This is an optimization exercise on Yosys and OpenROAD, whose aim is small area and a short achievable clock period, not a production implementation.
Function was checked by simulation only, so behaviour that the tests miss may differ from the original.
Power is estimated from default activity; no workload was simulated.

`flow/config.mk`:
```
export PLATFORM = sky130hd
export DESIGN_NAME = LDMAC
export DESIGN_NICKNAME = LDMAC
export VERILOG_FILES = /design/flow/design.v
export SDC_FILE = /design/flow/constraint.sdc
export NUM_CORES = 4
export LEC_CHECK = 0
export CAP_MARGIN = 20
export CORE_MARGIN = 2
export CORE_UTILIZATION = 40
export SLEW_MARGIN = 20
```
`flow/constraint.sdc`:
```
create_clock -name core_clock -period 5.0 [get_ports {clk}]
set_input_delay 1.0000 -clock core_clock [delete_from_list [all_inputs] [get_ports {clk}]]
set_output_delay 1.0000 -clock core_clock [all_outputs]
set_load 0.01 [all_outputs]
```
`flow/design.v`:
```
module XORmessage(a,m,b);
input [63:0] a;
input [63:0] m;
output[63:0] b;
assign b = a ^ m;
endmodule
module GS(a3,a2,a1,a0,sbox_type,
          b3,b2,b1,b0);
input  a3,a2,a1,a0,sbox_type;
output b3,b2,b1,b0;
nand (a0_a2,a0,a2);
xnor (t1,a1,a0_a2);
nand (t1_a3,t1,a3);
xnor (t0,a0,t1_a3);
nor  (t0_t1,t0,t1);
xnor (t2,a2,t0_t1);
xnor (t3,a3,t2);
xnor (s1,t1,t3);
nand (t0_s1,t0,s1);
xnor (s2,t2,t0_s1);
buf  (b3,t0);
buf  (b1,s1);
buf  (b2,s2);
xor  (b0,t3,sbox_type);
endmodule
module SubCells(a0,a1,a2,a3,sbox_type,
                b0,b1,b2,b3);
input [15:0] a0,a1,a2,a3;
input        sbox_type;
output[15:0] b0,b1,b2,b3;
GS u15(a3[15],a2[15],a1[15],a0[15],sbox_type,b3[15],b2[15],b1[15],b0[15]);
GS u14(a3[14],a2[14],a1[14],a0[14],sbox_type,b3[14],b2[14],b1[14],b0[14]);
GS u13(a3[13],a2[13],a1[13],a0[13],sbox_type,b3[13],b2[13],b1[13],b0[13]);
GS u12(a3[12],a2[12],a1[12],a0[12],sbox_type,b3[12],b2[12],b1[12],b0[12]);
GS u11(a3[11],a2[11],a1[11],a0[11],sbox_type,b3[11],b2[11],b1[11],b0[11]);
GS u10(a3[10],a2[10],a1[10],a0[10],sbox_type,b3[10],b2[10],b1[10],b0[10]);
GS u09(a3[ 9],a2[ 9],a1[ 9],a0[ 9],sbox_type,b3[ 9],b2[ 9],b1[ 9],b0[ 9]);
GS u08(a3[ 8],a2[ 8],a1[ 8],a0[ 8],sbox_type,b3[ 8],b2[ 8],b1[ 8],b0[ 8]);
GS u07(a3[ 7],a2[ 7],a1[ 7],a0[ 7],sbox_type,b3[ 7],b2[ 7],b1[ 7],b0[ 7]);
GS u06(a3[ 6],a2[ 6],a1[ 6],a0[ 6],sbox_type,b3[ 6],b2[ 6],b1[ 6],b0[ 6]);
GS u05(a3[ 5],a2[ 5],a1[ 5],a0[ 5],sbox_type,b3[ 5],b2[ 5],b1[ 5],b0[ 5]);
GS u04(a3[ 4],a2[ 4],a1[ 4],a0[ 4],sbox_type,b3[ 4],b2[ 4],b1[ 4],b0[ 4]);
GS u03(a3[ 3],a2[ 3],a1[ 3],a0[ 3],sbox_type,b3[ 3],b2[ 3],b1[ 3],b0[ 3]);
GS u02(a3[ 2],a2[ 2],a1[ 2],a0[ 2],sbox_type,b3[ 2],b2[ 2],b1[ 2],b0[ 2]);
GS u01(a3[ 1],a2[ 1],a1[ 1],a0[ 1],sbox_type,b3[ 1],b2[ 1],b1[ 1],b0[ 1]);
GS u00(a3[ 0],a2[ 0],a1[ 0],a0[ 0],sbox_type,b3[ 0],b2[ 0],b1[ 0],b0[ 0]);
endmodule
module PermBits(a0,a1,a2,a3,
                b0,b1,b2,b3);
input [15:0] a0,a1,a2,a3;
output[15:0] b0,b1,b2,b3;
assign b0[0] = a0[0];
assign b0[12] = a0[1];
assign b0[8] = a0[2];
assign b0[4] = a0[3];
assign b0[1] = a0[4];
assign b0[13] = a0[5];
assign b0[9] = a0[6];
assign b0[5] = a0[7];
assign b0[2] = a0[8];
assign b0[14] = a0[9];
assign b0[10] = a0[10];
assign b0[6] = a0[11];
assign b0[3] = a0[12];
assign b0[15] = a0[13];
assign b0[11] = a0[14];
assign b0[7] = a0[15];
assign b1[4] = a1[0];
assign b1[0] = a1[1];
assign b1[12] = a1[2];
assign b1[8] = a1[3];
assign b1[5] = a1[4];
assign b1[1] = a1[5];
assign b1[13] = a1[6];
assign b1[9] = a1[7];
assign b1[6] = a1[8];
assign b1[2] = a1[9];
assign b1[14] = a1[10];
assign b1[10] = a1[11];
assign b1[7] = a1[12];
assign b1[3] = a1[13];
assign b1[15] = a1[14];
assign b1[11] = a1[15];
assign b2[8] = a2[0];
assign b2[4] = a2[1];
assign b2[0] = a2[2];
assign b2[12] = a2[3];
assign b2[9] = a2[4];
assign b2[5] = a2[5];
assign b2[1] = a2[6];
assign b2[13] = a2[7];
assign b2[10] = a2[8];
assign b2[6] = a2[9];
assign b2[2] = a2[10];
assign b2[14] = a2[11];
assign b2[11] = a2[12];
assign b2[7] = a2[13];
assign b2[3] = a2[14];
assign b2[15] = a2[15];
assign b3[12] = a3[0];
assign b3[8] = a3[1];
assign b3[4] = a3[2];
assign b3[0] = a3[3];
assign b3[13] = a3[4];
assign b3[9] = a3[5];
assign b3[5] = a3[6];
assign b3[1] = a3[7];
assign b3[14] = a3[8];
assign b3[10] = a3[9];
assign b3[6] = a3[10];
assign b3[2] = a3[11];
assign b3[15] = a3[12];
assign b3[11] = a3[13];
assign b3[7] = a3[14];
assign b3[3] = a3[15];
endmodule
module AddRoundKey(a0,a1,a2,a3,
                   key,
                   rc,
                   b0,b1,b2,b3);
input [15:0] a0,a1,a2,a3;
input [31:0] key;
input [5:0]  rc;
output[15:0] b0,b1,b2,b3;
assign b0 = a0 ^ key[15:0];
assign b1 = a1 ^ key[31:16];
assign b2 = a2;
assign b3[15]   = a3[15] ^ 1'b1;
assign b3[14:6] = a3[14:6];
assign b3[5:0]  = a3[5:0] ^ rc;
endmodule
module RoundFunction(a,
                     key,
                     rc,
                     sbox_type,
                     b);
input [63:0] a;
input [31:0] key;
input [5:0]  rc;
input        sbox_type;
output[63:0] b;
wire [15:0] a0,a1,a2,a3;
wire [15:0] s0,s1,s2,s3;
wire [15:0] p0,p1,p2,p3;
wire [15:0] b0,b1,b2,b3;
assign a0 = {a[60],a[56],a[52],a[48],a[44],a[40],a[36],a[32],a[28],a[24],a[20],a[16],a[12],a[8] ,a[4],a[0]};
assign a1 = {a[61],a[57],a[53],a[49],a[45],a[41],a[37],a[33],a[29],a[25],a[21],a[17],a[13],a[9] ,a[5],a[1]};
assign a2 = {a[62],a[58],a[54],a[50],a[46],a[42],a[38],a[34],a[30],a[26],a[22],a[18],a[14],a[10],a[6],a[2]};
assign a3 = {a[63],a[59],a[55],a[51],a[47],a[43],a[39],a[35],a[31],a[27],a[23],a[19],a[15],a[11],a[7],a[3]};
SubCells sc0(a0,a1,a2,a3,
             sbox_type,
             s0,s1,s2,s3);
PermBits pm0(s0,s1,s2,s3,
             p0,p1,p2,p3);
AddRoundKey ak0(p0,p1,p2,p3,
                key,
                rc,
                b0,b1,b2,b3);
assign b={b3[15],b2[15],b1[15],b0[15],
          b3[14],b2[14],b1[14],b0[14],
          b3[13],b2[13],b1[13],b0[13],
          b3[12],b2[12],b1[12],b0[12],
          b3[11],b2[11],b1[11],b0[11],
          b3[10],b2[10],b1[10],b0[10],
          b3[9] ,b2[9] ,b1[9] ,b0[9] ,
          b3[8] ,b2[8] ,b1[8] ,b0[8] ,
          b3[7] ,b2[7] ,b1[7] ,b0[7] ,
          b3[6] ,b2[6] ,b1[6] ,b0[6] ,
          b3[5] ,b2[5] ,b1[5] ,b0[5] ,
          b3[4] ,b2[4] ,b1[4] ,b0[4] ,
          b3[3] ,b2[3] ,b1[3] ,b0[3] ,
          b3[2] ,b2[2] ,b1[2] ,b0[2] ,
          b3[1] ,b2[1] ,b1[1] ,b0[1] ,
          b3[0] ,b2[0] ,b1[0] ,b0[0] };
endmodule
module LFSR(clk,rst,LFSR_out);
input        clk,rst;
output [5:0] LFSR_out;
reg  [5:0] LFSR_out_r;
wire [5:0] LFSR_out_w;
assign LFSR_out_w[5] = LFSR_out_r[4];
assign LFSR_out_w[4] = LFSR_out_r[3];
assign LFSR_out_w[3] = LFSR_out_r[2];
assign LFSR_out_w[2] = LFSR_out_r[1];
assign LFSR_out_w[1] = LFSR_out_r[0];
assign LFSR_out_w[0] = LFSR_out_r[5] ^ LFSR_out_r[4] ^ 1'b1;
always @(posedge clk) begin
    if(rst) begin
        LFSR_out_r[5] <= 0;
        LFSR_out_r[4] <= 0;
        LFSR_out_r[3] <= 0;
        LFSR_out_r[2] <= 0;
        LFSR_out_r[1] <= 0;
        LFSR_out_r[0] <= 0;
    end
    else begin
        LFSR_out_r[5] <= LFSR_out_w[5];
        LFSR_out_r[4] <= LFSR_out_w[4];
        LFSR_out_r[3] <= LFSR_out_w[3];
        LFSR_out_r[2] <= LFSR_out_w[2];
        LFSR_out_r[1] <= LFSR_out_w[1];
        LFSR_out_r[0] <= LFSR_out_w[0];
    end
end
assign LFSR_out = LFSR_out_w;
endmodule
module KeyUpdate(a,
                 b);
input [127:0] a;
output[127:0] b;
wire [31:0] a0,a1,a2,a3;
wire [31:0] b0,b1,b2,b3;
assign a0 = a[31:0];
assign a1 = a[63:32];
assign a2 = a[95:64];
assign a3 = a[127:96];
assign b3[0] = a0[12];
assign b3[1] = a0[13];
assign b3[2] = a0[14];
assign b3[3] = a0[15];
assign b3[4] = a0[0];
assign b3[5] = a0[1];
assign b3[6] = a0[2];
assign b3[7] = a0[3];
assign b3[8] = a0[4];
assign b3[9] = a0[5];
assign b3[10] = a0[6];
assign b3[11] = a0[7];
assign b3[12] = a0[8];
assign b3[13] = a0[9];
assign b3[14] = a0[10];
assign b3[15] = a0[11];
assign b3[16] = a0[18];
assign b3[17] = a0[19];
assign b3[18] = a0[20];
assign b3[19] = a0[21];
assign b3[20] = a0[22];
assign b3[21] = a0[23];
assign b3[22] = a0[24];
assign b3[23] = a0[25];
assign b3[24] = a0[26];
assign b3[25] = a0[27];
assign b3[26] = a0[28];
assign b3[27] = a0[29];
assign b3[28] = a0[30];
assign b3[29] = a0[31];
assign b3[30] = a0[16];
assign b3[31] = a0[17];
assign b0 = a1;
assign b1 = a2;
assign b2 = a3;
assign b = {b3,b2,b1,b0};
endmodule
module LDMAC(clk,rst,
             load_s1,load_s2,
             load_k,
             load_m,
             din,
             dout,
             dout_valid,
             done);
input            clk,rst;
input            load_s1,load_s2;
output reg       load_k;
output reg       load_m;
input     [63:0] din;
output reg[63:0] dout;
output reg       dout_valid;
output reg       done;
reg [63:0]  s1;
reg [63:0]  s2;
reg [127:0] k_enc;
reg         sbox_type;
reg  [63:0] xmi;
wire [63:0] xmo;
reg  [63:0] rfi;
wire [63:0] rfo;
reg         rst_lfsr;
wire [5:0]  LFSR_out;
wire [127:0] kuo;
reg [2:0] state;
reg [4:0] cntr,cntr_limit;
reg       cntr_up;
reg [2:0] blok;
reg       blok_up;
always @(posedge clk) begin 
    if(rst) begin
        state <= 0;
    end
    else begin
        case(state)
        3'd0: state <= 4;                   
        3'd1: state <= (cntr_up) ? 5 : 1;   
        3'd2: state <= (cntr_up) ? 3 : 2;   
        3'd3: state <= (cntr_up) ? 6 : 3;   
        3'd4: state <= (blok_up) ? 2 : 1;   
        3'd5: state <= (cntr_up) ? 0 : 5;   
        3'd6: state <= (cntr_up) ? 7 : 6;   
        3'd7: state <= (cntr_up) ? 0 : 7;   
        default: state <= state;
        endcase
    end
end
always @(*) begin
    case(state)
    3'd1,3'd5: cntr_limit=13;
    3'd3,3'd7: cntr_limit=27;
    default  : cntr_limit=1;
    endcase
end
always @(*) begin
    cntr_up = (cntr==cntr_limit);
end
always @(posedge clk) begin
    case(state)
    3'd0,3'd4: cntr <=0;
    default  : cntr <= (~cntr_up) ? cntr+1 : 0;
    endcase
end
always @(*) begin
    blok_up = (blok==7);
end
always @(posedge clk) begin
    blok <= (rst) ? 0 : blok + (state==3'd4);
end
always @(posedge clk) begin 
    load_m <= (state==3'd4);
end
always @(*) begin  
    case(state)
    3'd2,3'd6: load_k = 1;
    default:   load_k = 0;
    endcase
end
always @(*) begin
    done       = ((state==3'd7) && cntr_up); 
    dout       = rfo;
    dout_valid = ((state==3'd3 || state==3'd7) && cntr_up); 
end
always @(posedge clk) begin
    if(load_s1) begin
        s1 <= din;
    end
    else begin
        case(state)
        3'd0     : s1 <= xmo;
        3'd1,3'd3: s1 <= rfo;
        default  : s1 <= s1;
        endcase
    end
end
always @(posedge clk) begin
    if(load_s2) begin
        s2 <= din;
    end
    else begin
        case(state)
        3'd4     : s2 <= xmo;
        3'd5,3'd7: s2 <= rfo;
        default  : s2 <= s2;
        endcase
    end
end
always @(posedge clk) begin 
    case(state)
    3'd2,3'd6: k_enc <= {k_enc[63:0],din};
    default  : k_enc <= kuo;
    endcase
end
reg [63:0] s1_s2;
always @(*) begin
    s1_s2 = (state[2]==1'b0) ? s1 : s2;
end
always @(*) begin
    xmi = s1_s2;
    rfi = s1_s2;
end
always @(*) begin
    case(state)
    3'd3,3'd7: sbox_type = 0;
    default  : sbox_type = 1;
    endcase
end
always @(*) begin
    case(state)
    3'd4    : rst_lfsr = 1;
    default : rst_lfsr = (cntr_up);
    endcase  
end
XORmessage xm0(xmi,
               din,
               xmo);
RoundFunction rf0(rfi,
                  (k_enc[31:0] & {32{~sbox_type}}),
                  LFSR_out,
                  sbox_type,
                  rfo);
LFSR lf0(clk,rst_lfsr,
         LFSR_out);
KeyUpdate ku0(k_enc,
              kuo);
endmodule
```
`flow/run.sh`:
```
#!/bin/bash
# synth_recipe.tcl (not shown) runs the flow's synth.tcl, then flattens the netlist and writes it again
# the make line also repeats each setting of config.mk as NAME=value (left out here)
make -C /OpenROAD-flow-scripts/flow DESIGN_CONFIG=/design/flow/config.mk WORK_HOME=/design/flow/orfs CLKGATE_MAP_FILE= SYNTH_SCRIPT=/design/flow/synth_recipe.tcl finish
```
==> notes.md <==
==> logic make-up (layout without fill, tap and decap cells) <==
group | after synthesis | in the layout
buffers and inverters | 198 | 292
adder cells (fa/ha/maj) | 3 | 3
AND/OR/NAND/NOR | 622 | 622
flip-flops | 274 | 274
AO/OA/AOI/OAI | 452 | 452
XOR/XNOR | 102 | 102
multiplexers | 84 | 84
==> layout make-up <==
type                    instances  share of cell area (%)
well taps                     511                    3.52
repair buffers                158                    8.54
multi-input cells            1263                    42.8
clock buffers                  47                    5.52
clock inverters                13                   0.792
inverters                      74                    1.54
flip-flops and latches        274                    37.3
==> layer usage <==
layer	share of wire (%)	GRT usage [%]	wire length, µm	vias to the layer above
met5	0	0	0	-
met3	7.8	2.60	3980	81
met1	44	35.8	22600	6497
met4	2.6	6.93	1320	0
met2	46	39.3	23400	571
li1	-	-	-	6151
==> path summary, 6_finish.rpt <==
check / startpoint / end / slack (ns)
min: k_enc[98] / k_enc[66] / 0.41
max: state[2] / dout[23] / 0.21
max reg2reg: state[2] / s2[39] / 1.81
min reg2reg: k_enc[98] / k_enc[66] / 0.41
==> state kept, by name, summed over array words and instances, names as in the netlist <==
| signal | count |
|---|---|
| state | 3 |
| s2 | 64 |
| k_enc | 128 |
| s1 | 64 |
| load_m | 1 |
| blok | 3 |
| cntr | 5 |
| lf0.LFSR_out_r | 6 |
==> power by group <==
group	switching, mW	total (mW)	internal (mW)
combinational	5.12	9.03	3.91
clock	0.966	2.52	1.56
sequential	0.613	4.17	3.56
total	6.70	15.7	9.02
==> critical path, delay by kind of cell, from the launching register on <==
family / cells / cell delay, ns
compound gates: 1 / 0.33
flops: 1 / 0.85
simple gates: 1 / 0.18
xor+xnor: 1 / 0.39
mux: 1 / 0.59
buf+inv: 3 / 0.90
==> synth_stat cells, types with 5 or more instances <==
cell	number
or4b_1	5
a211oi_1	9
mux2i_1	22
mux2i_2	36
buf_1	8
o211ai_2	5
xnor2_1	88
buf_6	5
nand2b_1	19
a21o_1	119
o21ai_0	109
nor2_1	120
a21oi_1	26
o21ai_1	31
mux2_2	11
edfxtp_1	128
mux2i_4	15
a22oi_1	118
o311ai_0	10
dfxtp_1	146
nand2_1	432
xor2_1	14
buf_2	9
and2_1	7
clkbuf_1	72
buf_4	25
nand4b_1	11
nand3_1	5
inv_1	74
==> through the flow <==
| stage | worst slack, ns | cells | utilization, % | total power [mW] | cell area [µm²] |
|---|---|---|---|---|---|
| floorplan | 0.448 | 1735 | - | 9.77 | 15500 |
| global placement | 0.819 | 2280 | 45.0 | 13.0 | 17000 |
| detailed placement | 0.785 | 2280 | 45.0 | 13.2 | 17000 |
| CTS | 0.265 | 2340 | 48.0 | 15.8 | 18200 |
| global route | 0.0531 | 2340 | 48.0 | 16.6 | 18200 |
| finish | 0.206 | 2340 | 48.0 | 15.7 | 18200 |
==> notes.md <==
- Hold/Removal Path Class: reg2reg
- Pwr/cell area: between 800 and 900 mW/mm²
- Crit-path max cell delay: around 0.85 ns
- Primary FF master, synth: dfxtp_1
- Drt total wl: 51.3 mm
- CTS Buf Count: 34
- Leading cell types in the layout, fill and taps excluded: nand2_1 (430), dfxtp_1 (145), clkdlybuf4s50_1 (133)
- Mapped cell area: 0.0155 mm²
- Final HPWL DP: 34.4 mm
- Pre-Repair DR Iteration Count: 6
- Syn_nets: 1806
- Post-Synth XOR/XNOR Area: 5.78%
- DIE HEIGHT: 201 µm
- Setup violators final: 0
- Final period util: a little over nine tenths
- R2R depth: 6
- Flip-flop and latch count after synthesis: 274
- Required @ worst endpoint: 4.00 ns
- Layout Nets: 1876
- Synth top area cells: edfxtp_1 (25%), dfxtp_1 (19%), nand2_1 (10%)
- Max-Cap Viols: 0
- Port bufs: between 100 and 150
- RD Place Congestion: 0.839
- Post-synthesis mux area share: 7.62%
- Grt ovf: 0
- DRT antenna net count: 0
- Largest net degree at the start of global routing: 70
- Synth Area in Adders: 0.243%
- Area of the multi-input gates: 0.00778 mm²
- First-pass GRT wire length: 76.6 mm
- Hold Worst Slack: around 0.41 ns
- Clk root buf: clkbuf_16
- Yosys top cell by area: edfxtp_1
- Crit path DAT: 3.79 ns
- VDD IR max: 0.428 mV
- Vias: 13300
- Clk latency of the worst-skew pair: 0.51 ns
- Initial antenna violation count: 0
- Vias in the first global route: 12200
- Worst path slowest cell: dfxtp_4
- WL/cell: 21.9 µm
- Async S/R FF share, synth: 0%
- Iteration-0 DRC Markers: 1532
- Post-synthesis sequential area ratio: 43.8%
- Clock buffer depth: 3
- CP endpoint kind: output pin
- H-tree levels: 2
- Crit-path cells: buf_4 -> mux2i_1 -> nand2b_1 -> o211ai_2 -> xor2_1 -> inv_1 -> clkdlybuf4s50_1
- Compound-gate portion of the synthesized area: 19.8%
- Leak: 7.54 nW
- Setup TNS: 0 ns
- CP startpoint kind: flop
- Worst hold path stage count: 2
- Core area: 0.0378 mm²
- Final min period: 4.79 ns
- RSZ-0062 raised after global routing: false
- Final Hold Viols: 0
- Slew Viols, Final: 0
- TritonCTS clock tree: built
- Die width: 201 µm
- YS warnings: 12
- Cts repair resizes: 0
- Top-area cell type share of the netlist area: roughly a quarter
- Unique cell type count in the Yosys netlist: between 50 and 60
- Relative max-transition margin: 27.4%
- Post-CTS setup repair buffer count: 0
- Post-Synth Simple-Gate Area: 16.6%
- Most common cell after layout, fill and taps aside: nand2_1
- Drt drc: 0
- DR vias/cell: 5.68
- All-layer global routing usage: 24.8%
- Fmax: 209 MHz
- Mapped Cells: 1735
- EDFF count, synth: ~130
- Crit Path Class: reg2out
- Largest family of logic cells by synthesized area: compound AO/OA/AOI/OAI gates
- Antenna Diode Count: 0
- Run status: finished clean
- Layout overhead on the synthesized area: 17.6%
- Storage cell area: between 0.006 and 0.007 mm²
- Die Footprint: roughly 0.04 mm²
- Fill cells: 3628
- Num ports: 136
- Synth Area per Inst: 8.91 µm²
- Max Fanout on Critical Path: 28
- Clock sink count: approximately 270
- Clock Skew: approximately 0.018 ns
- Layout cells sized above 1: 8.97%
- Initial Utilization: 40.8%
- FP Rows: 71
- Measured slew at the worst slew-check pin: 1.09 ns
- Clock-pin slew on the worst setup and hold paths: 0.06 ns
- Cts-stage hold buffer count: 0

-- separate check: timing with driven ports --
No port has a modelled driver above. Below, the same layout with a new extraction and two added sets of constraints. Step 1 assumes that a clkbuf_16 drives the clock port and a buf_2 every other input. Step 2 times the ports against the registers' clock, not the clock port: input delays grow and output delays shrink by t, the midpoint of the rising clock arrivals with the driver on. a / b / c = no drivers / after step 1 / after step 2; a / b = the first two.
t, ns: 0.557
slack for setup (ns): 0.206 / 0.153 / 0.710
worst hold slack (ns): 0.412 / 0.412 / 0.412
clock arrival spread, ns: 0.020 / 0.020
worst data-port slew with drivers (ns): 0.06
After both steps this run still meets setup and hold. For this run, drivers alone change the setup slack by -0.053 ns; drivers and shift together by +0.504 ns.
